This design comes from an exercise in tuning for small area, a short achievable clock period and few clock cycles per item on the open sky130 flow, not from production work. The RTL was checked by simulation tests, not by an equivalence proof against the original design.

Setup of run A:
// Reconstructor
module Reconstructor(
    input enable,
    input CLK,
    input reset,
    input [7:0]height,
    input [7:0]width,
    input Vector_sig,
    input [7:0]mv_x,
    input [7:0]addr_x,
    input [7:0]mv_y,
    input [7:0]addr_y,
    output Nxt_block_sig,
    input [1:0]data_type,
    output [15:0]Tindex,
    input [5:0]pdi,
    output [15:0]index,
    output we,
    output [8:0]datax_out,
    output [8:0]datay_out,
    output [5:0]pdo
    );
localparam IDLE = 3'd0, WAIT = 3'd1, S1 = 3'd2, RD = 3'd3, TL = 3'd4, WR = 3'd5;
reg [2:0] state;
reg [15:0] N;             
reg [1:0] kN;             
reg [1:0] kP;             
reg pv;                   
reg tv;                   
reg [3:0] f;              
reg [4:0] preg;           
reg [1:0] btype;
reg [1:0] rx, ry;
reg ser;                  
always @(posedge CLK) begin
  rx <= mv_x[1:0];
  ry <= mv_y[1:0];
  ser <= (width == 8'd0) | (width == 8'd1) | (width == 8'd255);
end
wire hasx = |rx, hasy = |ry;
function [4:0] oa;
  input [1:0] k;
  input [1:0] rx, ry;
  reg [2:0] cx, cy;
  begin
    cx = k[0] ? {1'b0, rx} : (rx == 2'd0 ? 3'd4 : {1'b0, 2'd0 - rx});
    cy = k[1] ? {1'b0, ry} : (ry == 2'd0 ? 3'd4 : {1'b0, 2'd0 - ry});
    oa = cx * cy;
  end
endfunction
wire [4:0] oaN = oa(kN, rx, ry);
wire [4:0] pN = oaN + {btype, 2'b00};                           
wire [4:0] pN0 = oaN + {(tv ? btype : data_type), 2'b00};      
wire s_rd = (state == RD), s_tl = (state == TL), s_wr = (state == WR);
wire gt = {1'b0, preg} > pdi;
function [2:0] nextk;             
  input [1:0] k;
  input hx, hy;
  begin
  ...
Size in the first run: ~60 flip-flops, roughly 120 I/O pins, ~5600 µm² of cells after synthesis.
clock: 11.0 ns
lec_check: 0
abc_clock_period_in_ps: 6000
cap_margin: 20
core_margin: 2
core_utilization: 40
cts_buf_list: sky130_fd_sc_hd__clkbuf_8
cts_cluster_size: 30
place_density: 0.6
setup_slack_margin: 4.9
slew_margin: 20
standard.sh (not shown) runs the stock make flow with config.mk's settings and CLKGATE_MAP_FILE= SYNTH_SCRIPT=/design/flow/synth_recipe.tcl, a recipe that flattens the netlist after the stock synthesis.
==> flow/flow/run.sh <==
#!/bin/bash
# Standard layout, with every port buffered by sky130_fd_sc_hd__buf_1 and the
# clock tree options below.
set -euo pipefail
export BUFFER_PORTS_ARGS="-buffer_cell sky130_fd_sc_hd__buf_1"
export CTS_ARGS="-sink_clustering_enable -repair_clock_nets -dont_use_dummy_load -buf_list sky130_fd_sc_hd__clkbuf_8 -sink_clustering_size 64 -sink_clustering_max_diameter 1000 -sink_clustering_levels 1"
bash standard.sh > standard.log 2>&1
Run A was carried through to the last stage, and its layout satisfied the timing, DRC and antenna checks.
Testbench counts of run A, summed over its fixed seeds: cycles 37,693, vectors 5,350.
## Diff of input files: run B against run A
Settings: changing SETUP_SLACK_MARGIN from 4.9 to 4.5.
==> flow/flow/run.sh <==
#!/bin/bash
# Standard layout, with every port buffered by sky130_fd_sc_hd__buf_1 and a
# clock tree of clkbuf_8 without dummy loads.
set -euo pipefail
export BUFFER_PORTS_ARGS="-buffer_cell sky130_fd_sc_hd__buf_1"
export CTS_ARGS="-sink_clustering_enable -repair_clock_nets -dont_use_dummy_load -buf_list sky130_fd_sc_hd__clkbuf_8 -sink_clustering_size 30 -sink_clustering_max_diameter 150"
bash standard.sh > standard.log 2>&1
Results
Looking at the reports, run B completed the entire flow and the layout it produced met the timing, DRC and antenna checks.
Compared with run A, run B shows a higher worst hold margin.
Compared with run A, run B shows a lower number of gates given a new drive strength after cts.
Run B ended up with a higher number of cells on the critical path than run A did.
Compared with run A, run B shows a register-to-register slack that is 160 ps lower.
The clock period minus worst slack in run B was higher than what run A gave.
Summary of run B over run A: via count level, combined area of the multi-input logic cells moved down.
The setup slack of run B is smaller than that of run A.
Here is what was changed in the inputs of run C compared with run B.
Settings: swapping 4.5 for 5 in SETUP_SLACK_MARGIN.
[summary]
Diff run B..run C | combined flip-flop and latch cell area | unchanged
Looking at design area across run B and run C, the one that comes out lower is run B.
As far as clock slew seen by the registers of the worst setup and hold paths is concerned, run B and run C perform about the same.
Run C: all stages complete, timing, DRC and antenna checks passed
met1 layer wirelength in the final routing went up by a few percent going from run B to run C.
Setup WNS run B -> run C: better
--- input diff run C..run D ---
Settings: SETUP_SLACK_MARGIN now 4.9, was 5.
--- outcome ---
Run D: no failed stages, no open violations at the end
Looking at run C and run D, the wire length of the first global-routing pass is a wash.
Compared with run C, run D shows number of gates resized after CTS lower by 6.
Number of setup buffers added after CTS (run D over run C): decrease, 5
[inputs] run E vs run D
Settings: changing SETUP_SLACK_MARGIN from 4.9 to 4.8.
==> run summary <==
- Run E vs run D on post-route clock period utilization: run E is the higher one.
- Diff run D and run E: global routing usage on met2 lower in run E
- Changes observed in run E relative to run D: design area now sits lower; worst hold-check slack now sits higher.
The inputs of run F differ from those of run E as listed below.
Settings: SETUP_SLACK_MARGIN changed from 4.8 to 4.9; ABC_AREA newly set to 1; ABC_CLOCK_PERIOD_IN_PS removed (was 6000).
## What came out
In the flow results for run E and run F, the slew of the pin with the lowest slew margin is larger on run E. Run E has a lower via count of the first global-routing pass than run F. The lower design area of run E and run F is in run E.

[what the ideal ports hide]
The flow's constraints put no driver on any port. The routed layouts listed below were extracted and timed again, unchanged, in two steps.
Step 1 (the two cells are an assumption about what drives the block):
set clk [get_ports {CLK}]
set_driving_cell -lib_cell sky130_fd_sc_hd__clkbuf_16 $clk
set_driving_cell -lib_cell sky130_fd_sc_hd__buf_2 [delete_from_list [all_inputs] $clk]
Step 2 times the ports against the registers' clock, not the clock port: input delays grow and output delays shrink by t, the midpoint of the rising clock arrivals with the driver on.
a / b / c = ideal ports / drivers / drivers and shift; a / b = the first two.
run	t, ns	setup slack, ns	worst data-port slew with drivers (ns)
run A	0.388	5.060 / 5.045 / 4.689	0.05
run B	0.384	4.830 / 4.841 / 4.457	0.04
run C	0.387	5.092 / 5.089 / 4.725	0.05
run D	0.388	5.060 / 5.045 / 4.689	0.05
run E	0.383	5.007 / 5.006 / 4.637	0.04
run F	0.388	5.080 / 5.086 / 4.699	0.05
After both steps setup and hold are still met in every run listed. The setup slack of run F, which loses most, moves by +0.006 ns with the drivers and by -0.381 ns with both steps.
